Context: an optimization exercise on an open-source flow, tuned for small area and a short achievable clock period. The choices shown serve that exercise and are no tape-out recipe.
Only simulation tests tie the RTL to the original design; equivalence was not proved.
Power is estimated from default activity; no workload was simulated.

## flow/design.v (module list and top-level ports; edited modules follow where they fit)
// module blackBox: 5 lines
// module whiteBox: 6 lines
// module DFlipFlop: 8 lines
// module DFlipFlop2: 10 lines
// module DFlipFlop2IN: 9 lines
// module DFlipFlop3: 10 lines
// module DFlipFlop4: 10 lines
// module DFlipFlop4IN: 12 lines
// module DFlipFlop5: 10 lines
// module DFlipFlop8IN: 12 lines
// module DFlipFlop8: 10 lines
// module DFlipFlop12: 10 lines
// module DFlipFlop14: 10 lines
// module DFlipFlop15: 10 lines
// module DFlipFlop16: 10 lines
// module DFlipFlop16IN: 12 lines
// module DFlipFlop23: 10 lines
// module DFlipFlop24: 10 lines
// module DFlipFlop32IN: 12 lines
// module DFlipFlop32: 10 lines
// module DFlipFlop63bit: 10 lines
// module DFlipFlop64: 10 lines
// module delay10_1bit_DFF: 24 lines
// module MUX_2x1: 6 lines
// module MUX2x1: 5 lines
// module MUX8bit_2x1: 13 lines
// module MUX24bit_2x1: 29 lines
// module MUX32bit_2x1: 37 lines
// module MUX_24bitShifter: 29 lines
// module MUX2x1_DFF: 7 lines
// module MUX4x1: 9 lines
// module MUX64bit_4x1: 70 lines
// module MUX64bit_16x1: 19 lines
// module fullAdder: 6 lines
// module CSA63bit: 69 lines
// module partialSum: 37 lines
// module prefixAdder: 177 lines
// module prefixAdder8bit: 52 lines
// module prefixAdder64: 25 lines
// module wallaceMultiplier: 197 lines
// module FPM: 45 lines
module FPM(A,B,SUM,clk);
  // ...
==> flow/run.sh <==
#!/bin/bash
# synth_recipe.tcl (not shown) runs the flow's synth.tcl, then flattens the netlist and writes it again
# the make line also repeats each setting of config.mk as NAME=value (left out here)
make -C /OpenROAD-flow-scripts/flow DESIGN_CONFIG=/design/flow/config.mk WORK_HOME=/design/flow/orfs CLKGATE_MAP_FILE= SYNTH_SCRIPT=/design/flow/synth_recipe.tcl finish
==> flow/config.mk <==
export PLATFORM = sky130hd
export DESIGN_NAME = FPM
export DESIGN_NICKNAME = FPM
export VERILOG_FILES = /design/flow/design.v
export SDC_FILE = /design/flow/constraint.sdc
export NUM_CORES = 4
export LEC_CHECK = 0
export CAP_MARGIN = 20
export CORE_MARGIN = 2
export CORE_UTILIZATION = 40
export SLEW_MARGIN = 20
==> flow/constraint.sdc <==
create_clock -name core_clock -period 3.0 [get_ports {clk}]
set_input_delay 0.6000 -clock core_clock [delete_from_list [all_inputs] [get_ports {clk}]]
set_output_delay 0.6000 -clock core_clock [all_outputs]
set_load 0.01 [all_outputs]
==> results.toml, run 1 <==
[global_route]
use_met3 = 0.0310
grt_first_pass_wirelength_mm = 141
met1_usage = 0.189
grt_pass1_vias = 26079

[clock_network]
clock_sinks = 1376
cts-resized-gates = 1
numCtsBuffers = 142
ctsHoldBuffers = 0
insertion_delay_ns = 0.73

[placed_design]
dpl.hpwl_mm = 64.6
gp_congestion = 0.808

[pwr]
internal_power_mw = 39.5
netSwitchingFraction = 0.284
seqPwrFrac = 0.470
combinationalPower_mw = 12.3

[setup_path]
r2r-start = "mantissas_WM.level3_PSFF2.OUT[29]$_DFF_P_"
startpoint_type = "flip-flop"
r2r-end = "mantissas_WM.level5_PSFF0.OUT[29]$_DFF_P_"
slowest_delay_ns = 0.48

[route]
avgViaCountPerCell = 4.14
routedWlPerCell_um = 15.2
met2_length_mm = 40.4
drt_first_iter_violations = 991
ant_nets = 0
wl_mm = 87.9

[final_layout]
inv_count = 843
syn2layout_area_growth_pct = 15.0
multi_input_area_um2 = 17800
buf_share = 0.0241
layout_common_cells = "dfxtp_1 (1,375), inv_1 (824), fa_1 (487), and2_1 (363), ha_1 (242)"

[timing]
setup_ws_ns = 0.150
fin_skew_ns = 0.0243
period_share = 0.950
slew_viol_final = 0

[logic_synthesis]
synthArstFlopShare = 0
seq_area_frac_synth = 0.561
synth.area.top_cells = "dfxtp_1 (56%), fa_1 (20%), inv_1 (6.3%)"
yosysWarnings = 23

[die]
placementRows = 128

[min_path]
worstHoldPathCells = 0

[outcome]
status = "finished clean"
==> module FPM, before the edit <==
module FPM(A,B,SUM,clk);
	input[31:0] A,B;
	input clk;
	output[31:0] SUM;
	wire exponentSUM_PA_cout;
	wire[7:0] exponent_SUM_FFIN;
	prefixAdder8bit exponentSUM_PA8(A[30:23],B[30:23],0,exponentSUM_PA_cout,exponent_SUM_FFIN,clk);
	wire[7:0] exponent_SUM_FFOUT;
	DFlipFlop8 exponentSUM_FF(exponent_SUM_FFIN,clk,exponent_SUM_FFOUT);
	wire exp_normalise_cout0, exp_normalise_cout1;
	wire[7:0] exp_normalise0__FFIN, exp_normalise1__FFIN;
	prefixAdder8bit exp_normalisePA_case0(exponent_SUM_FFOUT,8'b10000001,0,exp_normalise_cout0,exp_normalise0__FFIN,clk);
	prefixAdder8bit exp_normalisePA_case1(exponent_SUM_FFOUT,8'b10000001,1,exp_normalise_cout1,exp_normalise1__FFIN,clk);
	wire[7:0] exp_normalise0__FF0OUT, exp_normalise1__FF0OUT;
	DFlipFlop8 expSUM_norm_FF0_level0(exp_normalise0__FFIN,clk,exp_normalise0__FF0OUT);
	DFlipFlop8 expSUM_norm_FF1_level0(exp_normalise1__FFIN,clk,exp_normalise1__FF0OUT);
	wire[7:0] exp_normalise0__FF1OUT, exp_normalise1__FF1OUT;
	DFlipFlop8 expSUM_norm_FF0_level1(exp_normalise0__FF0OUT,clk,exp_normalise0__FF1OUT);
	DFlipFlop8 expSUM_norm_FF1_level1(exp_normalise1__FF0OUT,clk,exp_normalise1__FF1OUT);
	wire[7:0] exp_normalise0__FF2OUT, exp_normalise1__FF2OUT;
	DFlipFlop8 expSUM_norm_FF0_level2(exp_normalise0__FF1OUT,clk,exp_normalise0__FF2OUT);
	DFlipFlop8 expSUM_norm_FF1_level2(exp_normalise1__FF1OUT,clk,exp_normalise1__FF2OUT);
	wire[7:0] exp_normalise0__FF3OUT, exp_normalise1__FF3OUT;
	DFlipFlop8 expSUM_norm_FF0_level3(exp_normalise0__FF2OUT,clk,exp_normalise0__FF3OUT);
	DFlipFlop8 expSUM_norm_FF1_level3(exp_normalise1__FF2OUT,clk,exp_normalise1__FF3OUT);
	wire[7:0] exp_normalise0__FFOUT, exp_normalise1__FFOUT;
	DFlipFlop8 expSUM_norm_FF0(exp_normalise0__FF3OUT,clk,exp_normalise0__FFOUT);
	DFlipFlop8 expSUM_norm_FF1(exp_normalise1__FF3OUT,clk,exp_normalise1__FFOUT);
	wire[31:0] mantissa_A, mantissa_B;
	assign mantissa_A[22:0] = A[22:0];
	assign mantissa_B[22:0] = B[22:0];
	assign mantissa_A[23]=1;
	assign mantissa_B[23]=1;
	assign mantissa_A[31:24] = 8'd0;
	assign mantissa_B[31:24] = 8'd0;
	wire[63:0] mantissa_product_FFIN, mantissa_product_FFOUT;
	wallaceMultiplier mantissas_WM(mantissa_A,mantissa_B,mantissa_product_FFIN,clk);
	DFlipFlop64 mantissa_product_FF(mantissa_product_FFIN,clk,mantissa_product_FFOUT);
	MUX8bit_2x1 MUX_exp_norm(exp_normalise0__FFOUT, exp_normalise1__FFOUT, mantissa_product_FFOUT[47],SUM[30:23]);
	wire[23:0] mantissa_pro_shifted;
	MUX_24bitShifter mantissa_shifter(mantissa_product_FFOUT[46:23],mantissa_product_FFOUT[47],mantissa_pro_shifted);
	assign SUM[22:0] = mantissa_pro_shifted[22:0];
	assign SUM_sign = A[31] ^ B[31];
	delay10_1bit_DFF sign_delay_FFs(SUM_sign,clk,SUM[31]);
endmodule  
==> run 2, diff against run 1 <==
==> flow/design.v (replaced) <==
module FPM(A, B, SUM, clk);
  input [31:0] A, B;
  input clk;
  output [31:0] SUM;
  wire       s0_sgn = A[31] ^ B[31];
  wire [7:0] s0_exp = A[30:23] + B[30:23] + 8'h81;
  wire [24:0] q = {1'b1, B[22:0], 1'b0};
  wire [11:0] one, two, neg;
  wire [24:0] m = {1'b1, A[22:0], 1'b0};   
  genvar gi, gj;
  generate for (gi = 0; gi < 12; gi = gi + 1) begin : enc
    assign one[gi] = q[2*gi+1] ^ q[2*gi];
    assign two[gi] = (q[2*gi+2] & ~q[2*gi+1] & ~q[2*gi]) | (~q[2*gi+2] & q[2*gi+1] & q[2*gi]);
    assign neg[gi] = q[2*gi+2] & ~(q[2*gi+1] & q[2*gi]);
  end endgenerate
  wire [24:0] pp [0:11];
  generate for (gi = 0; gi < 12; gi = gi + 1) begin : rw
    for (gj = 0; gj < 25; gj = gj + 1) begin : col
      if (gj == 24)
        assign pp[gi][gj] = two[gi] ^ neg[gi];
      else
        assign pp[gi][gj] = ((one[gi] & m[gj+1]) | (two[gi] & m[gj])) ^ neg[gi];
    end
  end endgenerate
  wire n1 = ~neg[0];
  wire n2 = ~neg[1];
  wire n3 = ~neg[2];
  wire n4 = ~neg[3];
  wire n5 = ~neg[4];
  wire n6 = ~neg[5];
  wire n7 = ~neg[6];
  wire n8 = ~neg[7];
  wire n9 = ~neg[8];
  wire n10 = ~neg[9];
  wire n11 = ~neg[10];
  wire n12 = ~neg[11];
  wire n13, n14;
  fpm_x3 xn13 (neg[1], pp[0][2], pp[1][0], n13);
  fpm_mj mn14 (neg[1], pp[0][2], pp[1][0], n14);
  wire n15, n16;
  fpm_x3 xn15 (neg[2], pp[0][4], pp[1][2], n15);
  fpm_mj mn16 (neg[2], pp[0][4], pp[1][2], n16);
  wire n17, n18;
  fpm_x3 xn17 (pp[0][5], pp[1][3], pp[2][1], n17);
  fpm_mj mn18 (pp[0][5], pp[1][3], pp[2][1], n18);
  wire n19, n20;
  fpm_x3 xn19 (neg[3], pp[0][6], pp[1][4], n19);
  fpm_mj mn20 (neg[3], pp[0][6], pp[1][4], n20);
  wire n21, n22;
  fpm_x3 xn21 (pp[0][7], pp[1][5], pp[2][3], n21);
  fpm_mj mn22 (pp[0][7], pp[1][5], pp[2][3], n22);
  wire n23, n24;
  fpm_x3 xn23 (neg[4], pp[0][8], pp[1][6], n23);
  fpm_mj mn24 (neg[4], pp[0][8], pp[1][6], n24);
  wire n25, n26;
  fpm_x3 xn25 (pp[2][4], pp[3][2], pp[4][0], n25);
  fpm_mj mn26 (pp[2][4], pp[3][2], pp[4][0], n26);
  wire n27, n28;
  fpm_x3 xn27 (pp[0][9], pp[1][7], pp[2][5], n27);
  fpm_mj mn28 (pp[0][9], pp[1][7], pp[2][5], n28);
  wire n29, n30;
  fpm_x3 xn29 (neg[5], pp[0][10], pp[1][8], n29);
  fpm_mj mn30 (neg[5], pp[0][10], pp[1][8], n30);
  wire n31, n32;
  fpm_x3 xn31 (pp[2][6], pp[3][4], pp[4][2], n31);
  fpm_mj mn32 (pp[2][6], pp[3][4], pp[4][2], n32);
  wire n33, n34;
  fpm_x3 xn33 (pp[0][11], pp[1][9], pp[2][7], n33);
  fpm_mj mn34 (pp[0][11], pp[1][9], pp[2][7], n34);
  wire n35, n36;
  fpm_x3 xn35 (pp[3][5], pp[4][3], pp[5][1], n35);
  fpm_mj mn36 (pp[3][5], pp[4][3], pp[5][1], n36);
  wire n37, n38;
  fpm_x3 xn37 (neg[6], pp[0][12], pp[1][10], n37);
  fpm_mj mn38 (neg[6], pp[0][12], pp[1][10], n38);
  wire n39, n40;
  fpm_x3 xn39 (pp[2][8], pp[3][6], pp[4][4], n39);
  fpm_mj mn40 (pp[2][8], pp[3][6], pp[4][4], n40);
  wire n41, n42;
  fpm_x3 xn41 (pp[0][13], pp[1][11], pp[2][9], n41);
  fpm_mj mn42 (pp[0][13], pp[1][11], pp[2][9], n42);
  wire n43, n44;
  fpm_x3 xn43 (pp[3][7], pp[4][5], pp[5][3], n43);
  fpm_mj mn44 (pp[3][7], pp[4][5], pp[5][3], n44);
  wire n45, n46;
  fpm_x3 xn45 (neg[7], pp[0][14], pp[1][12], n45);
  fpm_mj mn46 (neg[7], pp[0][14], pp[1][12], n46);
  wire n47, n48;
  fpm_x3 xn47 (pp[2][10], pp[3][8], pp[4][6], n47);
  fpm_mj mn48 (pp[2][10], pp[3][8], pp[4][6], n48);
  wire n49, n50;
  fpm_x3 xn49 (pp[5][4], pp[6][2], pp[7][0], n49);
  fpm_mj mn50 (pp[5][4], pp[6][2], pp[7][0], n50);
  wire n51, n52;
  fpm_x3 xn51 (pp[0][15], pp[1][13], pp[2][11], n51);
  fpm_mj mn52 (pp[0][15], pp[1][13], pp[2][11], n52);
  wire n53, n54;
  fpm_x3 xn53 (pp[3][9], pp[4][7], pp[5][5], n53);
  fpm_mj mn54 (pp[3][9], pp[4][7], pp[5][5], n54);
  wire n55, n56;
  fpm_x3 xn55 (neg[8], pp[0][16], pp[1][14], n55);
  fpm_mj mn56 (neg[8], pp[0][16], pp[1][14], n56);
  wire n57, n58;
  fpm_x3 xn57 (pp[2][12], pp[3][10], pp[4][8], n57);
  fpm_mj mn58 (pp[2][12], pp[3][10], pp[4][8], n58);
  wire n59, n60;
  fpm_x3 xn59 (pp[5][6], pp[6][4], pp[7][2], n59);
  fpm_mj mn60 (pp[5][6], pp[6][4], pp[7][2], n60);
  wire n61, n62;
  fpm_x3 xn61 (pp[0][17], pp[1][15], pp[2][13], n61);
  fpm_mj mn62 (pp[0][17], pp[1][15], pp[2][13], n62);
  wire n63, n64;
  fpm_x3 xn63 (pp[3][11], pp[4][9], pp[5][7], n63);
  fpm_mj mn64 (pp[3][11], pp[4][9], pp[5][7], n64);
  wire n65, n66;
  fpm_x3 xn65 (pp[6][5], pp[7][3], pp[8][1], n65);
  fpm_mj mn66 (pp[6][5], pp[7][3], pp[8][1], n66);
  wire n67, n68;
  fpm_x3 xn67 (neg[9], pp[0][18], pp[1][16], n67);
  fpm_mj mn68 (neg[9], pp[0][18], pp[1][16], n68);
  wire n69, n70;
  fpm_x3 xn69 (pp[2][14], pp[3][12], pp[4][10], n69);
  fpm_mj mn70 (pp[2][14], pp[3][12], pp[4][10], n70);
  wire n71, n72;
  fpm_x3 xn71 (pp[5][8], pp[6][6], pp[7][4], n71);
  fpm_mj mn72 (pp[5][8], pp[6][6], pp[7][4], n72);
  wire n73, n74;
  fpm_x3 xn73 (pp[0][19], pp[1][17], pp[2][15], n73);
  fpm_mj mn74 (pp[0][19], pp[1][17], pp[2][15], n74);
  wire n75, n76;
  fpm_x3 xn75 (pp[3][13], pp[4][11], pp[5][9], n75);
  fpm_mj mn76 (pp[3][13], pp[4][11], pp[5][9], n76);
  wire n77, n78;
  fpm_x3 xn77 (pp[6][7], pp[7][5], pp[8][3], n77);
  fpm_mj mn78 (pp[6][7], pp[7][5], pp[8][3], n78);
  wire n79, n80;
  fpm_x3 xn79 (neg[10], pp[0][20], pp[1][18], n79);
  fpm_mj mn80 (neg[10], pp[0][20], pp[1][18], n80);
  wire n81, n82;
  fpm_x3 xn81 (pp[2][16], pp[3][14], pp[4][12], n81);
  fpm_mj mn82 (pp[2][16], pp[3][14], pp[4][12], n82);
  wire n83, n84;
  fpm_x3 xn83 (pp[5][10], pp[6][8], pp[7][6], n83);
  fpm_mj mn84 (pp[5][10], pp[6][8], pp[7][6], n84);
  wire n85, n86;
  fpm_x3 xn85 (pp[8][4], pp[9][2], pp[10][0], n85);
  fpm_mj mn86 (pp[8][4], pp[9][2], pp[10][0], n86);
  wire n87, n88;
  fpm_x3 xn87 (pp[0][21], pp[1][19], pp[2][17], n87);
  fpm_mj mn88 (pp[0][21], pp[1][19], pp[2][17], n88);
  wire n89, n90;
  fpm_x3 xn89 (pp[3][15], pp[4][13], pp[5][11], n89);
  fpm_mj mn90 (pp[3][15], pp[4][13], pp[5][11], n90);
  wire n91, n92;
  fpm_x3 xn91 (pp[6][9], pp[7][7], pp[8][5], n91);
  fpm_mj mn92 (pp[6][9], pp[7][7], pp[8][5], n92);
  wire n93, n94;
  fpm_x3 xn93 (neg[11], pp[0][22], pp[1][20], n93);
  fpm_mj mn94 (neg[11], pp[0][22], pp[1][20], n94);
  wire n95, n96;
  fpm_x3 xn95 (pp[2][18], pp[3][16], pp[4][14], n95);
  fpm_mj mn96 (pp[2][18], pp[3][16], pp[4][14], n96);
  wire n97, n98;
  fpm_x3 xn97 (pp[5][12], pp[6][10], pp[7][8], n97);
  fpm_mj mn98 (pp[5][12], pp[6][10], pp[7][8], n98);
  wire n99, n100;
  fpm_x3 xn99 (pp[8][6], pp[9][4], pp[10][2], n99);
  fpm_mj mn100 (pp[8][6], pp[9][4], pp[10][2], n100);
  wire n101, n102;
  fpm_x3 xn101 (pp[0][23], pp[1][21], pp[2][19], n101);
  fpm_mj mn102 (pp[0][23], pp[1][21], pp[2][19], n102);
  wire n103, n104;
  fpm_x3 xn103 (pp[3][17], pp[4][15], pp[5][13], n103);
  fpm_mj mn104 (pp[3][17], pp[4][15], pp[5][13], n104);
  wire n105, n106;
  fpm_x3 xn105 (pp[6][11], pp[7][9], pp[8][7], n105);
  fpm_mj mn106 (pp[6][11], pp[7][9], pp[8][7], n106);
  wire n107, n108;
  fpm_x3 xn107 (pp[9][5], pp[10][3], pp[11][1], n107);
  fpm_mj mn108 (pp[9][5], pp[10][3], pp[11][1], n108);
  wire n109, n110;
  fpm_x3 xn109 (A[0], pp[0][24], pp[1][22], n109);
  fpm_mj mn110 (A[0], pp[0][24], pp[1][22], n110);
  wire n111, n112;
  fpm_x3 xn111 (pp[2][20], pp[3][18], pp[4][16], n111);
  fpm_mj mn112 (pp[2][20], pp[3][18], pp[4][16], n112);
  wire n113, n114;
  fpm_x3 xn113 (pp[5][14], pp[6][12], pp[7][10], n113);
  fpm_mj mn114 (pp[5][14], pp[6][12], pp[7][10], n114);
  wire n115, n116;
  fpm_x3 xn115 (pp[8][8], pp[9][6], pp[10][4], n115);
  fpm_mj mn116 (pp[8][8], pp[9][6], pp[10][4], n116);
  wire n117, n118;
  fpm_fa un117 (1'b1, A[1], n1, n117, n118);
  wire n119, n120;
  fpm_x3 xn119 (pp[1][23], pp[2][21], pp[3][19], n119);
  fpm_mj mn120 (pp[1][23], pp[2][21], pp[3][19], n120);
  wire n121, n122;
  fpm_x3 xn121 (pp[4][17], pp[5][15], pp[6][13], n121);
  fpm_mj mn122 (pp[4][17], pp[5][15], pp[6][13], n122);
  wire n123, n124;
  fpm_x3 xn123 (pp[7][11], pp[8][9], pp[9][7], n123);
  fpm_mj mn124 (pp[7][11], pp[8][9], pp[9][7], n124);
  wire n125, n126;
  fpm_x3 xn125 (1'b1, A[2], pp[1][24], n125);
  fpm_mj mn126 (1'b1, A[2], pp[1][24], n126);
  wire n127, n128;
  fpm_x3 xn127 (pp[2][22], pp[3][20], pp[4][18], n127);
  fpm_mj mn128 (pp[2][22], pp[3][20], pp[4][18], n128);
  wire n129, n130;
  fpm_x3 xn129 (pp[5][16], pp[6][14], pp[7][12], n129);
  fpm_mj mn130 (pp[5][16], pp[6][14], pp[7][12], n130);
  wire n131, n132;
  fpm_x3 xn131 (pp[8][10], pp[9][8], pp[10][6], n131);
  fpm_mj mn132 (pp[8][10], pp[9][8], pp[10][6], n132);
  wire n133, n134;
  fpm_x3 xn133 (A[3], n2, pp[2][23], n133);
  fpm_mj mn134 (A[3], n2, pp[2][23], n134);
  wire n135, n136;
  fpm_x3 xn135 (pp[3][21], pp[4][19], pp[5][17], n135);
  fpm_mj mn136 (pp[3][21], pp[4][19], pp[5][17], n136);
  wire n137, n138;
  fpm_x3 xn137 (pp[6][15], pp[7][13], pp[8][11], n137);
  fpm_mj mn138 (pp[6][15], pp[7][13], pp[8][11], n138);
  wire n139, n140;
  fpm_x3 xn139 (pp[9][9], pp[10][7], pp[11][5], n139);
  fpm_mj mn140 (pp[9][9], pp[10][7], pp[11][5], n140);
  wire n141, n142;
  fpm_x3 xn141 (1'b1, A[4], pp[2][24], n141);
  fpm_mj mn142 (1'b1, A[4], pp[2][24], n142);
  wire n143, n144;
  fpm_x3 xn143 (pp[3][22], pp[4][20], pp[5][18], n143);
  fpm_mj mn144 (pp[3][22], pp[4][20], pp[5][18], n144);
  wire n145, n146;
  fpm_x3 xn145 (pp[6][16], pp[7][14], pp[8][12], n145);
  fpm_mj mn146 (pp[6][16], pp[7][14], pp[8][12], n146);
  wire n147, n148;
  fpm_x3 xn147 (pp[9][10], pp[10][8], pp[11][6], n147);
  fpm_mj mn148 (pp[9][10], pp[10][8], pp[11][6], n148);
  wire n149, n150;
  fpm_x3 xn149 (A[5], n3, pp[3][23], n149);
  fpm_mj mn150 (A[5], n3, pp[3][23], n150);
  wire n151, n152;
  fpm_x3 xn151 (pp[4][21], pp[5][19], pp[6][17], n151);
  fpm_mj mn152 (pp[4][21], pp[5][19], pp[6][17], n152);
  wire n153, n154;
  fpm_x3 xn153 (pp[7][15], pp[8][13], pp[9][11], n153);
  fpm_mj mn154 (pp[7][15], pp[8][13], pp[9][11], n154);
  wire n155, n156;
  fpm_x3 xn155 (1'b1, A[6], pp[3][24], n155);
  fpm_mj mn156 (1'b1, A[6], pp[3][24], n156);
  wire n157, n158;
  fpm_x3 xn157 (pp[4][22], pp[5][20], pp[6][18], n157);
  fpm_mj mn158 (pp[4][22], pp[5][20], pp[6][18], n158);
  wire n159, n160;
  fpm_x3 xn159 (pp[7][16], pp[8][14], pp[9][12], n159);
  fpm_mj mn160 (pp[7][16], pp[8][14], pp[9][12], n160);
  wire n161, n162;
  fpm_x3 xn161 (A[7], n4, pp[4][23], n161);
  fpm_mj mn162 (A[7], n4, pp[4][23], n162);
  wire n163, n164;
  fpm_x3 xn163 (pp[5][21], pp[6][19], pp[7][17], n163);
  fpm_mj mn164 (pp[5][21], pp[6][19], pp[7][17], n164);
  wire n165, n166;
  fpm_x3 xn165 (pp[8][15], pp[9][13], pp[10][11], n165);
  fpm_mj mn166 (pp[8][15], pp[9][13], pp[10][11], n166);
  wire n167, n168;
  fpm_x3 xn167 (1'b1, A[8], pp[4][24], n167);
  fpm_mj mn168 (1'b1, A[8], pp[4][24], n168);
  wire n169, n170;
  fpm_x3 xn169 (pp[5][22], pp[6][20], pp[7][18], n169);
  fpm_mj mn170 (pp[5][22], pp[6][20], pp[7][18], n170);
  wire n171, n172;
  fpm_x3 xn171 (pp[8][16], pp[9][14], pp[10][12], n171);
  fpm_mj mn172 (pp[8][16], pp[9][14], pp[10][12], n172);
  wire n173, n174;
  fpm_x3 xn173 (A[9], n5, pp[5][23], n173);
  fpm_mj mn174 (A[9], n5, pp[5][23], n174);
  wire n175, n176;
  fpm_x3 xn175 (pp[6][21], pp[7][19], pp[8][17], n175);
  fpm_mj mn176 (pp[6][21], pp[7][19], pp[8][17], n176);
  wire n177, n178;
  fpm_x3 xn177 (pp[9][15], pp[10][13], pp[11][11], n177);
  fpm_mj mn178 (pp[9][15], pp[10][13], pp[11][11], n178);
  wire n179, n180;
  fpm_x3 xn179 (1'b1, A[10], pp[5][24], n179);
  fpm_mj mn180 (1'b1, A[10], pp[5][24], n180);
  wire n181, n182;
  fpm_x3 xn181 (pp[6][22], pp[7][20], pp[8][18], n181);
  fpm_mj mn182 (pp[6][22], pp[7][20], pp[8][18], n182);
  wire n183, n184;
  fpm_x3 xn183 (pp[9][16], pp[10][14], pp[11][12], n183);
  fpm_mj mn184 (pp[9][16], pp[10][14], pp[11][12], n184);
  wire n185, n186;
  fpm_x3 xn185 (A[11], n6, pp[6][23], n185);
  fpm_mj mn186 (A[11], n6, pp[6][23], n186);
  wire n187, n188;
  fpm_x3 xn187 (pp[7][21], pp[8][19], pp[9][17], n187);
  fpm_mj mn188 (pp[7][21], pp[8][19], pp[9][17], n188);
  wire n189, n190;
  fpm_x3 xn189 (1'b1, A[12], pp[6][24], n189);
  fpm_mj mn190 (1'b1, A[12], pp[6][24], n190);
  wire n191, n192;
  fpm_x3 xn191 (pp[7][22], pp[8][20], pp[9][18], n191);
  fpm_mj mn192 (pp[7][22], pp[8][20], pp[9][18], n192);
  wire n193, n194;
  fpm_x3 xn193 (A[13], n7, pp[7][23], n193);
  fpm_mj mn194 (A[13], n7, pp[7][23], n194);
  wire n195, n196;
  fpm_x3 xn195 (pp[8][21], pp[9][19], pp[10][17], n195);
  fpm_mj mn196 (pp[8][21], pp[9][19], pp[10][17], n196);
  wire n197, n198;
  fpm_x3 xn197 (1'b1, A[14], pp[7][24], n197);
  fpm_mj mn198 (1'b1, A[14], pp[7][24], n198);
  wire n199, n200;
  fpm_x3 xn199 (pp[8][22], pp[9][20], pp[10][18], n199);
  fpm_mj mn200 (pp[8][22], pp[9][20], pp[10][18], n200);
  wire n201, n202;
  fpm_x3 xn201 (A[15], n8, pp[8][23], n201);
  fpm_mj mn202 (A[15], n8, pp[8][23], n202);
  wire n203, n204;
  fpm_x3 xn203 (pp[9][21], pp[10][19], pp[11][17], n203);
  fpm_mj mn204 (pp[9][21], pp[10][19], pp[11][17], n204);
  wire n205, n206;
  fpm_x3 xn205 (1'b1, A[16], pp[8][24], n205);
  fpm_mj mn206 (1'b1, A[16], pp[8][24], n206);
  wire n207, n208;
  fpm_x3 xn207 (pp[9][22], pp[10][20], pp[11][18], n207);
  fpm_mj mn208 (pp[9][22], pp[10][20], pp[11][18], n208);
  wire n209, n210;
  fpm_x3 xn209 (A[17], n9, pp[9][23], n209);
  fpm_mj mn210 (A[17], n9, pp[9][23], n210);
  wire n211, n212;
  fpm_x3 xn211 (1'b1, A[18], pp[9][24], n211);
  fpm_mj mn212 (1'b1, A[18], pp[9][24], n212);
  wire n213, n214;
  fpm_x3 xn213 (A[19], n10, pp[10][23], n213);
  fpm_mj mn214 (A[19], n10, pp[10][23], n214);
  wire n215, n216;
  fpm_x3 xn215 (1'b1, A[20], pp[10][24], n215);
  fpm_mj mn216 (1'b1, A[20], pp[10][24], n216);
  wire n217, n218;
  fpm_x3 xn217 (A[21], n11, pp[11][23], n217);
  fpm_mj mn218 (A[21], n11, pp[11][23], n218);
  wire n219, n220;
  fpm_x3 xn219 (1'b1, A[22], pp[11][24], n219);
  fpm_mj mn220 (1'b1, A[22], pp[11][24], n220);
  wire n221, n222;
  fpm_x3 xn221 (pp[2][2], pp[3][0], n19, n221);
  fpm_mj mn222 (pp[2][2], pp[3][0], n19, n222);
  wire n223, n224;
  fpm_x3 xn223 (pp[3][3], pp[4][1], n27, n223);
  fpm_mj mn224 (pp[3][3], pp[4][1], n27, n224);
  wire n225, n226;
  fpm_x3 xn225 (pp[5][0], n29, n31, n225);
  fpm_mj mn226 (pp[5][0], n29, n31, n226);
  wire n227, n228;
  fpm_x3 xn227 (pp[5][2], pp[6][0], n37, n227);
  fpm_mj mn228 (pp[5][2], pp[6][0], n37, n228);
  wire n229, n230;
  fpm_x3 xn229 (pp[6][1], n41, n43, n229);
  fpm_mj mn230 (pp[6][1], n41, n43, n230);
  wire n231, n232;
  fpm_x3 xn231 (n45, n47, n49, n231);
  fpm_mj mn232 (n45, n47, n49, n232);
  wire n233, n234;
  fpm_x3 xn233 (pp[6][3], pp[7][1], n51, n233);
  fpm_mj mn234 (pp[6][3], pp[7][1], n51, n234);
  wire n235, n236;
  fpm_x3 xn235 (pp[8][0], n55, n57, n235);
  fpm_mj mn236 (pp[8][0], n55, n57, n236);
  wire n237, n238;
  fpm_x3 xn237 (n61, n63, n65, n237);
  fpm_mj mn238 (n61, n63, n65, n238);
  wire n239, n240;
  fpm_x3 xn239 (pp[8][2], pp[9][0], n67, n239);
  fpm_mj mn240 (pp[8][2], pp[9][0], n67, n240);
  wire n241, n242;
  fpm_x3 xn241 (pp[9][1], n73, n75, n241);
  fpm_mj mn242 (pp[9][1], n73, n75, n242);
  wire n243, n244;
  fpm_x3 xn243 (n79, n81, n83, n243);
  fpm_mj mn244 (n79, n81, n83, n244);
  wire n245, n246;
  fpm_x3 xn245 (pp[9][3], pp[10][1], n87, n245);
  fpm_mj mn246 (pp[9][3], pp[10][1], n87, n246);
  wire n247, n248;
  fpm_x3 xn247 (pp[11][0], n93, n95, n247);
  fpm_mj mn248 (pp[11][0], n93, n95, n248);
  wire n249, n250;
  fpm_x3 xn249 (n101, n103, n105, n249);
  fpm_mj mn250 (n101, n103, n105, n250);
  wire n251, n252;
  fpm_x3 xn251 (pp[11][2], n109, n111, n251);
  fpm_mj mn252 (pp[11][2], n109, n111, n252);
  wire n253, n254;
  fpm_x3 xn253 (pp[10][5], pp[11][3], n117, n253);
  fpm_mj mn254 (pp[10][5], pp[11][3], n117, n254);
  wire n255, n256;
  fpm_x3 xn255 (n119, n121, n123, n255);
  fpm_mj mn256 (n119, n121, n123, n256);
  wire n257, n258;
  fpm_x3 xn257 (pp[11][4], n118, n125, n257);
  fpm_mj mn258 (pp[11][4], n118, n125, n258);
  wire n259, n260;
  fpm_x3 xn259 (n127, n129, n131, n259);
  fpm_mj mn260 (n127, n129, n131, n260);
  wire n261, n262;
  fpm_x3 xn261 (n133, n135, n137, n261);
  fpm_mj mn262 (n133, n135, n137, n262);
  wire n263, n264;
  fpm_x3 xn263 (n141, n143, n145, n263);
  fpm_mj mn264 (n141, n143, n145, n264);
  wire n265, n266;
  fpm_x3 xn265 (pp[10][9], pp[11][7], n149, n265);
  fpm_mj mn266 (pp[10][9], pp[11][7], n149, n266);
  wire n267, n268;
  fpm_x3 xn267 (pp[10][10], pp[11][8], n155, n267);
  fpm_mj mn268 (pp[10][10], pp[11][8], n155, n268);
  wire n269, n270;
  fpm_x3 xn269 (pp[11][9], n161, n163, n269);
  fpm_mj mn270 (pp[11][9], n161, n163, n270);
  wire n271, n272;
  fpm_x3 xn271 (pp[11][10], n167, n169, n271);
  fpm_mj mn272 (pp[11][10], n167, n169, n272);
  wire n273, n274;
  fpm_x3 xn273 (n173, n175, n177, n273);
  fpm_mj mn274 (n173, n175, n177, n274);
  wire n275, n276;
  fpm_x3 xn275 (n179, n181, n183, n275);
  fpm_mj mn276 (n179, n181, n183, n276);
  wire n277, n278;
  fpm_x3 xn277 (pp[10][15], pp[11][13], n185, n277);
  fpm_mj mn278 (pp[10][15], pp[11][13], n185, n278);
  wire n279, n280;
  fpm_x3 xn279 (pp[10][16], pp[11][14], n189, n279);
  fpm_mj mn280 (pp[10][16], pp[11][14], n189, n280);
  wire n281, n282;
  fpm_x3 xn281 (pp[11][15], n193, n195, n281);
  fpm_mj mn282 (pp[11][15], n193, n195, n282);
  wire n283, n284;
  fpm_x3 xn283 (pp[11][16], n197, n199, n283);
  fpm_mj mn284 (pp[11][16], n197, n199, n284);
  wire n285, n286;
  fpm_x3 xn285 (pp[10][21], pp[11][19], n209, n285);
  fpm_mj mn286 (pp[10][21], pp[11][19], n209, n286);
  wire n287, n288;
  fpm_x3 xn287 (pp[10][22], pp[11][20], n211, n287);
  fpm_mj mn288 (pp[10][22], pp[11][20], n211, n288);
  reg [221:0] r1_m;
  reg        r1_sgn;
  reg [7:0]  r1_exp;
  always @(posedge clk) begin
    r1_m <= {n220, n12, 1'b1, n218, n219, n216, n217, n214, n215, pp[11][22], n288, n212, n213, pp[11][21], n286, n287, n210, n285, n208, n206, n204, n202, n207, n205, n284, n200, n198, n203, n201, n282, n283, n196, n194, n280, n281, n192, n190, n278, n279, n188, n186, n191, n276, n277, n184, n182, n180, n187, n274, n275, n178, n176, n174, n272, n273, n172, n170, n168, n270, n271, n166, n164, n162, n171, n268, n269, n160, n158, n156, n165, n266, n267, n154, n152, n150, n159, n157, n264, n265, n148, n146, n144, n142, n153, n151, n262, n263, n140, n138, n136, n134, n147, n260, n258, n261, n132, n130, n128, n126, n139, n256, n259, n257, n254, n124, n122, n120, n252, n255, n253, n116, n114, n112, n110, n250, n251, n108, n106, n104, n102, n115, n113, n248, n249, n100, n98, n96, n94, n107, n246, n247, n92, n90, n88, n99, n97, n244, n245, n86, n84, n82, n80, n91, n89, n242, n243, n78, n76, n74, n85, n240, n241, n72, n70, n68, n77, n238, n239, n66, n64, n62, n71, n69, n236, n237, n60, n58, n56, n234, n235, n54, n52, n59, n232, n233, n50, n48, n46, n53, n230, n231, n44, n42, n228, n229, n40, n38, n227, n36, n34, n39, n226, n32, n30, n35, n33, n224, n225, n28, n223, n26, n24, n22, n25, n23, n222, n20, n21, pp[3][1], n221, n18, n16, n17, n15, pp[2][0], n14, pp[1][1], pp[0][3], n13, pp[0][1], pp[0][0], neg[0]};
    r1_sgn <= s0_sgn; r1_exp <= s0_exp;
  end
  wire n289, n290;
  fpm_fa un289 (r1_m[4], r1_m[5], r1_m[6], n289, n290);
  wire n291, n292;
  fpm_fa un291 (r1_m[13], r1_m[14], r1_m[15], n291, n292);
  wire n293, n294;
  fpm_fa un293 (r1_m[17], r1_m[18], r1_m[19], n293, n294);
  wire n295, n296;
  fpm_fa un295 (r1_m[20], r1_m[21], r1_m[22], n295, n296);
  wire n297, n298;
  fpm_fa un297 (r1_m[23], r1_m[24], r1_m[25], n297, n298);
  wire n299, n300;
  fpm_fa un299 (r1_m[26], r1_m[27], r1_m[28], n299, n300);
  wire n301, n302;
  fpm_fa un301 (r1_m[31], r1_m[32], r1_m[33], n301, n302);
  wire n303, n304;
  fpm_fa un303 (r1_m[35], r1_m[36], r1_m[37], n303, n304);
  wire n305, n306;
  fpm_fa un305 (r1_m[39], r1_m[40], r1_m[41], n305, n306);
  wire n307, n308;
  fpm_fa un307 (r1_m[43], r1_m[44], r1_m[45], n307, n308);
  wire n309, n310;
  fpm_fa un309 (r1_m[46], r1_m[47], r1_m[48], n309, n310);
  wire n311, n312;
  fpm_fa un311 (r1_m[49], r1_m[50], r1_m[51], n311, n312);
  wire n313, n314;
  fpm_fa un313 (r1_m[54], r1_m[55], r1_m[56], n313, n314);
  wire n315, n316;
  fpm_fa un315 (r1_m[59], r1_m[60], r1_m[61], n315, n316);
  wire n317, n318;
  fpm_fa un317 (r1_m[62], r1_m[63], r1_m[64], n317, n318);
  wire n319, n320;
  fpm_fa un319 (r1_m[66], r1_m[67], r1_m[68], n319, n320);
  wire n321, n322;
  fpm_fa un321 (r1_m[69], r1_m[70], r1_m[71], n321, n322);
  wire n323, n324;
  fpm_fa un323 (r1_m[72], r1_m[73], r1_m[74], n323, n324);
  wire n325, n326;
  fpm_fa un325 (r1_m[75], r1_m[76], r1_m[77], n325, n326);
  wire n327, n328;
  fpm_fa un327 (r1_m[78], r1_m[79], r1_m[80], n327, n328);
  wire n329, n330;
  fpm_fa un329 (r1_m[81], r1_m[82], r1_m[83], n329, n330);
  wire n331, n332;
  fpm_fa un331 (r1_m[86], r1_m[87], r1_m[88], n331, n332);
  wire n333, n334;
  fpm_fa un333 (r1_m[89], r1_m[90], r1_m[91], n333, n334);
  wire n335, n336;
  fpm_fa un335 (r1_m[93], r1_m[94], r1_m[95], n335, n336);
  wire n337, n338;
  fpm_fa un337 (r1_m[96], r1_m[97], r1_m[98], n337, n338);
  wire n339, n340;
  fpm_fa un339 (r1_m[100], r1_m[101], r1_m[102], n339, n340);
  wire n341, n342;
  fpm_fa un341 (r1_m[103], r1_m[104], r1_m[105], n341, n342);
  wire n343, n344;
  fpm_fa un343 (r1_m[108], r1_m[109], r1_m[110], n343, n344);
  wire n345, n346;
  fpm_fa un345 (r1_m[111], r1_m[112], r1_m[113], n345, n346);
  wire n347, n348;
  fpm_fa un347 (r1_m[115], r1_m[116], r1_m[117], n347, n348);
  wire n349, n350;
  fpm_fa un349 (r1_m[118], r1_m[119], r1_m[120], n349, n350);
  wire n351, n352;
  fpm_fa un351 (r1_m[122], r1_m[123], r1_m[124], n351, n352);
  wire n353, n354;
  fpm_fa un353 (r1_m[125], r1_m[126], r1_m[127], n353, n354);
  wire n355, n356;
  fpm_fa un355 (r1_m[130], r1_m[131], r1_m[132], n355, n356);
  wire n357, n358;
  fpm_fa un357 (r1_m[133], r1_m[134], r1_m[135], n357, n358);
  wire n359, n360;
  fpm_fa un359 (r1_m[137], r1_m[138], r1_m[139], n359, n360);
  wire n361, n362;
  fpm_fa un361 (r1_m[140], r1_m[141], r1_m[142], n361, n362);
  wire n363, n364;
  fpm_fa un363 (r1_m[145], r1_m[146], r1_m[147], n363, n364);
  wire n365, n366;
  fpm_fa un365 (r1_m[148], r1_m[149], r1_m[150], n365, n366);
  wire n367, n368;
  fpm_fa un367 (r1_m[152], r1_m[153], r1_m[154], n367, n368);
  wire n369, n370;
  fpm_fa un369 (r1_m[155], r1_m[156], r1_m[157], n369, n370);
  wire n371, n372;
  fpm_fa un371 (r1_m[158], r1_m[159], r1_m[160], n371, n372);
  wire n373, n374;
  fpm_fa un373 (r1_m[161], r1_m[162], r1_m[163], n373, n374);
  wire n375, n376;
  fpm_fa un375 (r1_m[164], r1_m[165], r1_m[166], n375, n376);
  wire n377, n378;
  fpm_fa un377 (r1_m[169], r1_m[170], r1_m[171], n377, n378);
  wire n379, n380;
  fpm_fa un379 (r1_m[174], r1_m[175], r1_m[176], n379, n380);
  wire n381, n382;
  fpm_fa un381 (r1_m[177], r1_m[178], r1_m[179], n381, n382);
  wire n383, n384;
  fpm_fa un383 (r1_m[180], r1_m[181], r1_m[182], n383, n384);
  wire n385, n386;
  fpm_fa un385 (r1_m[185], r1_m[186], r1_m[187], n385, n386);
  wire n387, n388;
  fpm_fa un387 (r1_m[189], r1_m[190], r1_m[191], n387, n388);
  wire n389, n390;
  fpm_fa un389 (r1_m[193], r1_m[194], r1_m[195], n389, n390);
  wire n391, n392;
  fpm_fa un391 (r1_m[198], r1_m[199], r1_m[200], n391, n392);
  wire n393, n394;
  fpm_fa un393 (r1_m[202], r1_m[203], r1_m[204], n393, n394);
  wire n395, n396;
  fpm_fa un395 (r1_m[205], r1_m[206], r1_m[207], n395, n396);
  wire n397, n398;
  fpm_fa un397 (r1_m[208], r1_m[209], r1_m[210], n397, n398);
  wire n399, n400;
  fpm_fa un399 (r1_m[212], r1_m[213], r1_m[214], n399, n400);
  wire n401, n402;
  fpm_fa un401 (r1_m[219], r1_m[220], r1_m[221], n401, n402);
  wire n403, n404;
  fpm_x3 xn403 (r1_m[7], r1_m[8], n290, n403);
  fpm_mj mn404 (r1_m[7], r1_m[8], n290, n404);
  wire n405, n406;
  fpm_x3 xn405 (r1_m[29], r1_m[30], n298, n405);
  fpm_mj mn406 (r1_m[29], r1_m[30], n298, n406);
  wire n407, n408;
  fpm_x3 xn407 (r1_m[34], n300, n301, n407);
  fpm_mj mn408 (r1_m[34], n300, n301, n408);
  wire n409, n410;
  fpm_x3 xn409 (r1_m[38], n302, n303, n409);
  fpm_mj mn410 (r1_m[38], n302, n303, n410);
  wire n411, n412;
  fpm_x3 xn411 (r1_m[42], n304, n305, n411);
  fpm_mj mn412 (r1_m[42], n304, n305, n412);
  wire n413, n414;
  fpm_x3 xn413 (n306, n307, n309, n413);
  fpm_mj mn414 (n306, n307, n309, n414);
  wire n415, n416;
  fpm_x3 xn415 (r1_m[52], r1_m[53], n308, n415);
  fpm_mj mn416 (r1_m[52], r1_m[53], n308, n416);
  wire n417, n418;
  fpm_x3 xn417 (r1_m[57], r1_m[58], n312, n417);
  fpm_mj mn418 (r1_m[57], r1_m[58], n312, n418);
  wire n419, n420;
  fpm_x3 xn419 (r1_m[65], n314, n315, n419);
  fpm_mj mn420 (r1_m[65], n314, n315, n420);
  wire n421, n422;
  fpm_x3 xn421 (n316, n318, n319, n421);
  fpm_mj mn422 (n316, n318, n319, n422);
  wire n423, n424;
  fpm_x3 xn423 (n320, n322, n323, n423);
  fpm_mj mn424 (n320, n322, n323, n424);
  wire n425, n426;
  fpm_x3 xn425 (r1_m[84], r1_m[85], n324, n425);
  fpm_mj mn426 (r1_m[84], r1_m[85], n324, n426);
  wire n427, n428;
  fpm_x3 xn427 (n326, n327, n329, n427);
  fpm_mj mn428 (n326, n327, n329, n428);
  wire n429, n430;
  fpm_x3 xn429 (r1_m[92], n328, n330, n429);
  fpm_mj mn430 (r1_m[92], n328, n330, n430);
  wire n431, n432;
  fpm_x3 xn431 (r1_m[99], n332, n334, n431);
  fpm_mj mn432 (r1_m[99], n332, n334, n432);
  wire n433, n434;
  fpm_x3 xn433 (r1_m[106], r1_m[107], n336, n433);
  fpm_mj mn434 (r1_m[106], r1_m[107], n336, n434);
  wire n435, n436;
  fpm_x3 xn435 (n338, n339, n341, n435);
  fpm_mj mn436 (n338, n339, n341, n436);
  wire n437, n438;
  fpm_x3 xn437 (r1_m[114], n340, n342, n437);
  fpm_mj mn438 (r1_m[114], n340, n342, n438);
  wire n439, n440;
  fpm_x3 xn439 (r1_m[121], n344, n346, n439);
  fpm_mj mn440 (r1_m[121], n344, n346, n440);
  wire n441, n442;
  fpm_x3 xn441 (r1_m[128], r1_m[129], n348, n441);
  fpm_mj mn442 (r1_m[128], r1_m[129], n348, n442);
  wire n443, n444;
  fpm_x3 xn443 (n350, n351, n353, n443);
  fpm_mj mn444 (n350, n351, n353, n444);
  wire n445, n446;
  fpm_x3 xn445 (r1_m[136], n352, n354, n445);
  fpm_mj mn446 (r1_m[136], n352, n354, n446);
  wire n447, n448;
  fpm_x3 xn447 (r1_m[143], r1_m[144], n356, n447);
  fpm_mj mn448 (r1_m[143], r1_m[144], n356, n448);
  wire n449, n450;
  fpm_x3 xn449 (n358, n359, n361, n449);
  fpm_mj mn450 (n358, n359, n361, n450);
  wire n451, n452;
  fpm_x3 xn451 (r1_m[151], n360, n362, n451);
  fpm_mj mn452 (r1_m[151], n360, n362, n452);
  wire n453, n454;
  fpm_x3 xn453 (n364, n366, n367, n453);
  fpm_mj mn454 (n364, n366, n367, n454);
  wire n455, n456;
  fpm_x3 xn455 (n368, n370, n371, n455);
  fpm_mj mn456 (n368, n370, n371, n456);
  wire n457, n458;
  fpm_x3 xn457 (r1_m[167], r1_m[168], n372, n457);
  fpm_mj mn458 (r1_m[167], r1_m[168], n372, n458);
  wire n459, n460;
  fpm_x3 xn459 (r1_m[172], r1_m[173], n376, n459);
  fpm_mj mn460 (r1_m[172], r1_m[173], n376, n460);
  wire n461, n462;
  fpm_x3 xn461 (n378, n379, n381, n461);
  fpm_mj mn462 (n378, n379, n381, n462);
  wire n463, n464;
  fpm_x3 xn463 (r1_m[183], r1_m[184], n380, n463);
  fpm_mj mn464 (r1_m[183], r1_m[184], n380, n464);
  wire n465, n466;
  fpm_x3 xn465 (r1_m[188], n384, n385, n465);
  fpm_mj mn466 (r1_m[188], n384, n385, n466);
  wire n467, n468;
  fpm_x3 xn467 (r1_m[192], n386, n387, n467);
  fpm_mj mn468 (r1_m[192], n386, n387, n468);
  wire n469, n470;
  fpm_x3 xn469 (r1_m[196], r1_m[197], n388, n469);
  fpm_mj mn470 (r1_m[196], r1_m[197], n388, n470);
  wire n471, n472;
  fpm_x3 xn471 (r1_m[201], n390, n391, n471);
  fpm_mj mn472 (r1_m[201], n390, n391, n472);
  wire n473, n474;
  fpm_x3 xn473 (r1_m[211], n396, n397, n473);
  fpm_mj mn474 (r1_m[211], n396, n397, n474);
  wire n475, n476;
  fpm_x3 xn475 (r1_m[215], r1_m[216], n400, n475);
  fpm_mj mn476 (r1_m[215], r1_m[216], n400, n476);
  wire n477, n478;
  fpm_x3 xn477 (r1_m[9], r1_m[10], n404, n477);
  fpm_mj mn478 (r1_m[9], r1_m[10], n404, n478);
  wire n479, n480;
  fpm_x3 xn479 (n310, n311, n415, n479);
  fpm_mj mn480 (n310, n311, n415, n480);
  wire n481, n482;
  fpm_x3 xn481 (n313, n417, n416, n481);
  fpm_mj mn482 (n313, n417, n416, n482);
  wire n483, n484;
  fpm_x3 xn483 (n317, n418, n419, n483);
  fpm_mj mn484 (n317, n418, n419, n484);
  wire n485, n486;
  fpm_x3 xn485 (n331, n333, n429, n485);
  fpm_mj mn486 (n331, n333, n429, n486);
  wire n487, n488;
  fpm_x3 xn487 (n335, n337, n431, n487);
  fpm_mj mn488 (n335, n337, n431, n488);
  wire n489, n490;
  fpm_x3 xn489 (n433, n432, n435, n489);
  fpm_mj mn490 (n433, n432, n435, n490);
  wire n491, n492;
  fpm_x3 xn491 (n343, n345, n437, n491);
  fpm_mj mn492 (n343, n345, n437, n492);
  wire n493, n494;
  fpm_x3 xn493 (n347, n349, n439, n493);
  fpm_mj mn494 (n347, n349, n439, n494);
  wire n495, n496;
  fpm_x3 xn495 (n441, n440, n443, n495);
  fpm_mj mn496 (n441, n440, n443, n496);
  wire n497, n498;
  fpm_x3 xn497 (n355, n357, n445, n497);
  fpm_mj mn498 (n355, n357, n445, n498);
  wire n499, n500;
  fpm_x3 xn499 (n447, n446, n449, n499);
  fpm_mj mn500 (n447, n446, n449, n500);
  wire n501, n502;
  fpm_x3 xn501 (n363, n365, n451, n501);
  fpm_mj mn502 (n363, n365, n451, n502);
  wire n503, n504;
  fpm_x3 xn503 (n369, n452, n453, n503);
  fpm_mj mn504 (n369, n452, n453, n504);
  wire n505, n506;
  fpm_x3 xn505 (n374, n375, n457, n505);
  fpm_mj mn506 (n374, n375, n457, n506);
  wire n507, n508;
  fpm_x3 xn507 (n377, n459, n458, n507);
  fpm_mj mn508 (n377, n459, n458, n508);
  wire n509, n510;
  fpm_x3 xn509 (n382, n383, n463, n509);
  fpm_mj mn510 (n382, n383, n463, n510);
  wire n511, n512;
  fpm_x3 xn511 (r1_m[217], r1_m[218], n476, n511);
  fpm_mj mn512 (r1_m[217], r1_m[218], n476, n512);
  reg [108:0] r2_m;
  reg        r2_sgn;
  reg [7:0]  r2_exp;
  always @(posedge clk) begin
    r2_m <= {n512, n401, n511, n475, n474, n399, n398, n473, n395, n394, n472, n393, n392, n471, n470, n468, n469, n389, n466, n467, n510, n465, n464, n509, n462, n508, n461, n460, n506, n507, n505, n456, n504, n454, n455, n373, n503, n502, n500, n501, n450, n448, n499, n498, n496, n497, n444, n442, n495, n494, n492, n493, n438, n490, n491, n436, n434, n489, n488, n486, n487, n430, n485, n428, n426, n424, n427, n425, n422, n423, n325, n484, n420, n421, n321, n483, n482, n480, n481, n479, n414, n412, n413, n410, n411, n408, n409, n407, n406, n405, n299, n297, n296, n295, n294, n293, n292, n291, r1_m[16], n478, r1_m[12], r1_m[11], n477, n403, n289, r1_m[3], r1_m[2], r1_m[1], r1_m[0]};
    r2_sgn <= r1_sgn; r2_exp <= r1_exp;
  end
  wire n513, n514;
  fpm_fa un513 (r2_m[7], r2_m[8], r2_m[9], n513, n514);
  wire n515, n516;
  fpm_fa un515 (r2_m[34], r2_m[35], r2_m[36], n515, n516);
  wire n517, n518;
  fpm_fa un517 (r2_m[38], r2_m[39], r2_m[40], n517, n518);
  wire n519, n520;
  fpm_fa un519 (r2_m[41], r2_m[42], r2_m[43], n519, n520);
  wire n521, n522;
  fpm_fa un521 (r2_m[44], r2_m[45], r2_m[46], n521, n522);
  wire n523, n524;
  fpm_fa un523 (r2_m[47], r2_m[48], r2_m[49], n523, n524);
  wire n525, n526;
  fpm_fa un525 (r2_m[52], r2_m[53], r2_m[54], n525, n526);
  wire n527, n528;
  fpm_fa un527 (r2_m[56], r2_m[57], r2_m[58], n527, n528);
  wire n529, n530;
  fpm_fa un529 (r2_m[61], r2_m[62], r2_m[63], n529, n530);
  wire n531, n532;
  fpm_fa un531 (r2_m[67], r2_m[68], r2_m[69], n531, n532);
  wire n533, n534;
  fpm_fa un533 (r2_m[73], r2_m[74], r2_m[75], n533, n534);
  wire n535, n536;
  fpm_fa un535 (r2_m[81], r2_m[82], r2_m[83], n535, n536);
  wire n537, n538;
  fpm_fa un537 (r2_m[86], r2_m[87], r2_m[88], n537, n538);
  wire n539, n540;
  fpm_fa un539 (r2_m[91], r2_m[92], r2_m[93], n539, n540);
  wire n541, n542;
  fpm_fa un541 (r2_m[96], r2_m[97], r2_m[98], n541, n542);
  wire n543, n544;
  fpm_fa un543 (r2_m[102], r2_m[103], r2_m[104], n543, n544);
  wire n545, n546;
  fpm_x3 xn545 (r2_m[10], r2_m[11], n514, n545);
  fpm_mj mn546 (r2_m[10], r2_m[11], n514, n546);
  wire n547, n548;
  fpm_ha hn547 (r2_m[12], r2_m[13], n547, n548);
  wire n549, n550;
  fpm_ha hn549 (r2_m[14], r2_m[15], n549, n550);
  wire n551, n552;
  fpm_ha hn551 (r2_m[16], r2_m[17], n551, n552);
  wire n553, n554;
  fpm_ha hn553 (r2_m[18], r2_m[19], n553, n554);
  wire n555, n556;
  fpm_ha hn555 (r2_m[20], r2_m[21], n555, n556);
  wire n557, n558;
  fpm_ha hn557 (r2_m[22], r2_m[23], n557, n558);
  wire n559, n560;
  fpm_ha hn559 (r2_m[24], r2_m[25], n559, n560);
  wire n561, n562;
  fpm_ha hn561 (r2_m[26], r2_m[27], n561, n562);
  wire n563, n564;
  fpm_ha hn563 (r2_m[28], r2_m[29], n563, n564);
  wire n565, n566;
  fpm_ha hn565 (r2_m[30], r2_m[31], n565, n566);
  wire n567, n568;
  fpm_ha hn567 (r2_m[32], r2_m[33], n567, n568);
  wire n569, n570;
  fpm_ha hn569 (r2_m[37], n515, n569, n570);
  wire n571, n572;
  fpm_ha hn571 (n516, n517, n571, n572);
  wire n573, n574;
  fpm_ha hn573 (n518, n519, n573, n574);
  wire n575, n576;
  fpm_ha hn575 (n520, n521, n575, n576);
  wire n577, n578;
  fpm_ha hn577 (n522, n523, n577, n578);
  wire n579, n580;
  fpm_x3 xn579 (r2_m[50], r2_m[51], n524, n579);
  fpm_mj mn580 (r2_m[50], r2_m[51], n524, n580);
  wire n581, n582;
  fpm_ha hn581 (r2_m[55], n525, n581, n582);
  wire n583, n584;
  fpm_ha hn583 (n526, n527, n583, n584);
  wire n585, n586;
  fpm_x3 xn585 (r2_m[59], r2_m[60], n528, n585);
  fpm_mj mn586 (r2_m[59], r2_m[60], n528, n586);
  wire n587, n588;
  fpm_ha hn587 (r2_m[64], n529, n587, n588);
  wire n589, n590;
  fpm_x3 xn589 (r2_m[65], r2_m[66], n530, n589);
  fpm_mj mn590 (r2_m[65], r2_m[66], n530, n590);
  wire n591, n592;
  fpm_ha hn591 (r2_m[70], n531, n591, n592);
  wire n593, n594;
  fpm_x3 xn593 (r2_m[71], r2_m[72], n532, n593);
  fpm_mj mn594 (r2_m[71], r2_m[72], n532, n594);
  wire n595, n596;
  fpm_ha hn595 (r2_m[76], n533, n595, n596);
  wire n597, n598;
  fpm_x3 xn597 (r2_m[77], r2_m[78], n534, n597);
  fpm_mj mn598 (r2_m[77], r2_m[78], n534, n598);
  wire n599, n600;
  fpm_ha hn599 (r2_m[79], r2_m[80], n599, n600);
  wire n601, n602;
  fpm_x3 xn601 (r2_m[84], r2_m[85], n536, n601);
  fpm_mj mn602 (r2_m[84], r2_m[85], n536, n602);
  wire n603, n604;
  fpm_x3 xn603 (r2_m[89], r2_m[90], n538, n603);
  fpm_mj mn604 (r2_m[89], r2_m[90], n538, n604);
  wire n605, n606;
  fpm_x3 xn605 (r2_m[94], r2_m[95], n540, n605);
  fpm_mj mn606 (r2_m[94], r2_m[95], n540, n606);
  wire n607, n608;
  fpm_x3 xn607 (r2_m[99], r2_m[100], n542, n607);
  fpm_mj mn608 (r2_m[99], r2_m[100], n542, n608);
  reg [82:0] r3_m;
  reg        r3_sgn;
  reg [7:0]  r3_exp;
  always @(posedge clk) begin
    r3_m <= {r2_m[108], r2_m[107], r2_m[106], n544, r2_m[105], n543, n608, r2_m[101], n607, n606, n541, n605, n604, n539, n603, n602, n537, n601, n600, n535, n598, n599, n596, n597, n594, n595, n592, n593, n590, n591, n588, n589, n586, n587, n584, n585, n582, n583, n580, n581, n578, n579, n576, n577, n574, n575, n572, n573, n570, n571, n568, n569, n566, n567, n564, n565, n562, n563, n560, n561, n558, n559, n556, n557, n554, n555, n552, n553, n550, n551, n548, n549, n546, n547, n545, n513, r2_m[6], r2_m[5], r2_m[4], r2_m[3], r2_m[2], r2_m[1], r2_m[0]};
    r3_sgn <= r2_sgn; r3_exp <= r2_exp;
  end
  wire [47:0] fx = {r3_m[81], r3_m[80], r3_m[78], r3_m[77], r3_m[75], r3_m[74], r3_m[72], r3_m[71], r3_m[69], r3_m[68], r3_m[66], r3_m[65], r3_m[63], r3_m[61], r3_m[59], r3_m[57], r3_m[55], r3_m[53], r3_m[51], r3_m[49], r3_m[47], r3_m[45], r3_m[43], r3_m[41], r3_m[39], r3_m[37], r3_m[35], r3_m[33], r3_m[31], r3_m[29], r3_m[27], r3_m[25], r3_m[23], r3_m[21], r3_m[19], r3_m[17], r3_m[15], r3_m[13], r3_m[11], r3_m[9], r3_m[8], r3_m[7], r3_m[6], r3_m[5], r3_m[4], r3_m[3], r3_m[2], r3_m[0]};
  wire [47:0] fy = {r3_m[82], 1'b0, r3_m[79], 1'b0, r3_m[76], 1'b0, r3_m[73], 1'b0, r3_m[70], 1'b0, r3_m[67], 1'b0, r3_m[64], r3_m[62], r3_m[60], r3_m[58], r3_m[56], r3_m[54], r3_m[52], r3_m[50], r3_m[48], r3_m[46], r3_m[44], r3_m[42], r3_m[40], r3_m[38], r3_m[36], r3_m[34], r3_m[32], r3_m[30], r3_m[28], r3_m[26], r3_m[24], r3_m[22], r3_m[20], r3_m[18], r3_m[16], r3_m[14], r3_m[12], r3_m[10], 1'b0, 1'b0, 1'b0, 1'b0, 1'b0, 1'b0, 1'b0, r3_m[1]};
  wire [47:0] fp = fx + fy;
  reg [24:0] r4_p;
  reg        r4_sgn;
  reg [7:0]  r4_exp;
  always @(posedge clk) begin
    r4_p <= fp[47:23]; r4_sgn <= r3_sgn; r4_exp <= r3_exp;
  end
  wire [31:0] res = {r4_sgn, r4_exp + {7'd0, r4_p[24]}, r4_p[24] ? r4_p[23:1] : r4_p[22:0]};
  reg [31:0] r5_o;
  always @(posedge clk) r5_o <= res;
  reg [31:0] r6_o;
  always @(posedge clk) r6_o <= r5_o;
  reg [31:0] r7_o;
  always @(posedge clk) r7_o <= r6_o;
  reg [31:0] r8_o;
  always @(posedge clk) r8_o <= r7_o;
  reg [31:0] r9_o;
  always @(posedge clk) r9_o <= r8_o;
  reg [31:0] r10_o;
  always @(posedge clk) r10_o <= r9_o;
  assign SUM = r10_o;
endmodule
module fpm_fa(a, b, c, s, co);
  input a, b, c;
  output s, co;
  assign s = a ^ b ^ c;
  assign co = (a & b) | (a & c) | (b & c);
endmodule
module fpm_ha(a, b, s, co);
  input a, b;
  output s, co;
  assign s = a ^ b;
  assign co = a & b;
endmodule
module fpm_x3(a, b, c, s);
  input a, b, c;
  output s;
  assign s = a ^ b ^ c;
endmodule
module fpm_mj(a, b, c, co);
  input a, b, c;
  output co;
  assign co = (a & b) | (a & c) | (b & c);
endmodule
--- a/flow/config.mk
+++ b/flow/config.mk
@@ -7,5 +7,8 @@
 export LEC_CHECK = 0
 export CAP_MARGIN = 20
 export CORE_MARGIN = 2
-export CORE_UTILIZATION = 40
+export CORE_UTILIZATION = 55
+export SETUP_SLACK_MARGIN = 1.2
 export SLEW_MARGIN = 20
+export SYNTH_HIERARCHICAL = 1
+export SYNTH_MINIMUM_KEEP_SIZE = 0
==> results.toml, run 2 <==
[clock_network]
insertion_delay_ns = 0.61
ctsHoldBuffers = 0
htree_levels = 3
cts.path.max_buffers = 3
clock_sinks = 666
clk_pin_slew_ns = 0.07
cts-root-buf = "clkbuf_16"
numCtsBuffers = 69
cts_tree = "built"

[final_layout]
regMostFlops = "r1_m"
multi_input_area_um2 = 19600
layout_commonest_cell = "dfxtp_1"
fin_cells = 3688
seq_area_um2 = 13300
largest_register_ffs = 221
syn2layout_area_growth_pct = 45.4
fillers = 2895
utilization = 0.813
fin_nets = 3154
layout_common_cells = "dfxtp_1 (662), buf_4 (344), maj3_2 (202), xor3_1 (187), a22oi_2 (174)"
largest_registers = "r1_m x221, r2_m x109, r3_m x83"
drive_gt1_frac = 0.488

[setup_path]
slowest_stage = "a221o_2"
startpoint_type = "flip-flop"
r2r_cells = 9
r2r_slack_ns = 0.36
r2r-end = "r4_p[24]$_DFF_P_"
endpoint_kind = "flip-flop"
r2r-start = "r3_m[29]$_DFF_P_"
crit_chain = "ha_4 -> a21o_1 -> a311o_1 -> o31ai_4 -> buf_6 -> a31oi_4 -> a221o_2 -> a311oi_2 -> buf_4"
crit_fanout = 5
critical_path_arrival_ns = 3.19
cp_data_required_time_ns = 3.55
path_class = "reg2reg"
slowest_delay_ns = 0.42

[die]
initial_core_util = 0.559
placementRows = 85
die_w_um = 238
die_area_um2 = 56800
io_pins = 97
fp.dieH_um = 238
design.core.area_um2 = 54000

[route]
routedWlPerCell_um = 25.4
vias = 21412
drt_first_iter_violations = 1628
avgViaCountPerCell = 5.81
wl_mm = 93.5
drc_errors = 0
firstDrtPassIters = 6
ant_nets = 0

[timing]
period_share = 0.879
fmax_ghz = 0.379
layout_min_cycle_time_ns = 2.64
setup_viol = 0
setup_tns_ns = 0
hold_viol = 0
rsz0062_at_grt = "yes"
fin_skew_ns = 0.0205
maxSlewHeadroom = 0.589
hold_ws_ns = 0.320
slew_viol_final = 0
worst_pin_slew_ns = 0.612

[placed_design]
gp_congestion = 0.825
dp.cells = 3231
dpl.hpwl_mm = 52.9
port-buffer-count = 96

[logic_synthesis]
synth_top_area_share = 0.442
yosysMostFrequentCell = "dfxtp_1"
synth_cell_types = 58
yosysTopAreaCell = "dfxtp_1"
yosysWarnings = 7
avgSynthCellArea_um2 = 13.2
synthArstFlopShare = 0
seq_area_frac_synth = 0.442
yosys_register_bits = 666
synthFlopType = "dfxtp_1"
synth.area.top_cells = "dfxtp_1 (44%), xor3_1 (16%), xnor2_1 (8.3%)"
synth_common_cells = "dfxtp_1 (666), xnor2_1 (287), a22oi_1 (242), maj3_2 (202), xor3_1 (202)"
synth_edf_count = 0
syn_inst = 2292
synth_area_um2 = 30200

[outcome]
status = "finished clean"

[global_route]
overflow = 0
grt_pass1_vias = 21662
grt_first_pass_wirelength_mm = 133
grt_max_degree = 39
grt_use_total = 0.319
antenna_found_initial = 4

[job]
maxCapViolations = 0

[pwr]
leakage_nw = 19.3
power.density_nw_per_um2 = 984
peakVddDrop_v = 0.000762
p_total_mw = 43.2

[min_path]
hp-class = "reg2reg"
min_from = "r2_m[3]$_DFF_P_"
worstHoldPathCells = 0
holdPathEnd = "r3_m[3]$_DFF_P_"
[run 2: changes by cell type after synthesis, moves of 44 or more]
cell	change
maj3_2	+202
dfxtp_1	-710
clkbuf_1	+52
and2_1	-360
inv_1	-806
ha_1	-160
fa_1	-412
nand2b_1	+44
a21o_1	-68
xnor2_1	+267
nor2_1	-150
a22oi_1	+241
xor3_1	+202
[run 2: what timing repair did]
item	4_1_cts	5_1_grt
cloned	28	1
hold endpoints to repair	0	0
endpoints found under the setup margin	269	171
pin swaps	266	220
resized for setup	520	212
setup buffers	236	61
[run 2: how the worst max path moves through the flow]
| stage | cells after the start | from | to | slack [ns] |
|---|---|---|---|---|
| 6_report | 9 | r3_m[29]$_DFF_P_ | r4_p[24]$_DFF_P_ | 0.36 |
| 5_1_grt | 9 | r3_m[29]$_DFF_P_ | r4_p[24]$_DFF_P_ | 0.31 |
| 4_1_cts | 9 | r3_m[30]$_DFF_P_ | r4_p[23]$_DFF_P_ | 0.36 |
| 3_5_place_dp | 7 | B[15] | r1_m[167]$_DFF_P_ | -0.27 |
| 3_3_place_gp | 7 | B[15] | r1_m[167]$_DFF_P_ | -0.22 |
| 2_1_floorplan | 8 | B[18] | r1_m[120]$_DFF_P_ | 0.67 |
[run 2: cell type report]
class,instances,share of cell area
Antenna cell,4,0.000228
Clock buffer,84,0.0431
Clock inverter,43,0.0120
Inverter,29,0.00519
Multi-Input combinational cell,1484,0.446
Sequential cell,666,0.304
Tap cell,696,0.0198
Timing Repair Buffer,679,0.169
Timing Repair inverter,3,0.000541
[run 2: modules after synthesis, one instance, submodules excluded]
module,cells,flops+latches,copies in the design
fpm_fa,1,0,74
fpm_x3,1,0,202
FPM,1792,666,1
fpm_mj,1,0,202
fpm_ha,1,0,22
[run 2: kinds of logic after synthesis]
kind of cell             synth area share
AO/OA/AOI/OAI                      0.0882
XOR/XNOR                            0.248
adder cells (fa/ha/maj)             0.159
buffers and inverters              0.0206
flip-flops                          0.442
multiplexers                      0.00961
other                            0.000124
AND/OR/NAND/NOR                    0.0327
[run 2: power by group]
part	total, mW	internal, mW	leakage [nW]	switching (mW)
combinational	19.4	11.4	12.5	8.01
clock	8.91	5.27	1.18	3.64
sequential	14.9	13.0	5.62	1.89
total	43.2	29.7	19.3	13.5
[run 2: critical path, delay by kind of cell (launching register included)]
| kind | cells | cell delay, ns |
|---|---|---|
| AO/OA/AOI/OAI | 6 | 1.69 |
| buffers and inverters | 2 | 0.31 |
| adder cells (fa/ha/maj) | 1 | 0.24 |
| flip-flops | 1 | 0.33 |
[run 2: stage by stage]
stage / worst slack (ns) / area, um2
final: 0.363 / 43900
after global routing: 0.310 / 43900
after CTS: 0.361 / 42300
after detailed placement: -0.273 / 35400
after global placement: -0.219 / 35400
after floorplan: 0.668 / 32300
[run 2: layer usage]
| layer | up-vias | track usage | routed length (um) |
|---|---|---|---|
| li1 | 9418 | - | - |
| met1 | 10574 | 0.421 | 37500 |
| met2 | 1113 | 0.496 | 41900 |
| met3 | 307 | 0.0823 | 9190 |
| met4 | 0 | 0.144 | 4910 |
| met5 | - | 0 | 0 |

==> re-timing with driven ports <==
In the flow no input, the clock included, has a driving cell. The finished layouts below were timed again as built, in two steps. Step 1: set_driving_cell puts a clkbuf_16 on clk and a buf_2 on each other input, an assumption about the parent block. Step 2, shift: input delay + t, output delay - t, t = (earliest + latest rising clock arrival at the registers) / 2. This alone moves slack from input paths to output paths. Slacks: no drivers / after step 1 / after step 2; pairs: no drivers / after step 1.
run	t (ns)	slack for setup (ns)	clock arrival spread, ns	worst data-port slew with drivers (ns)
run 1	0.794	0.150 / 0.078 / 0.389	0.035 / 0.036	0.06
run 2	0.657	0.363 / 0.363 / 0.131	0.025 / 0.025	0.11
After both steps every run listed still meets setup and hold. The setup slack of run 2, which loses most, moves by 0.000 ns with the drivers and by -0.232 ns with both steps.
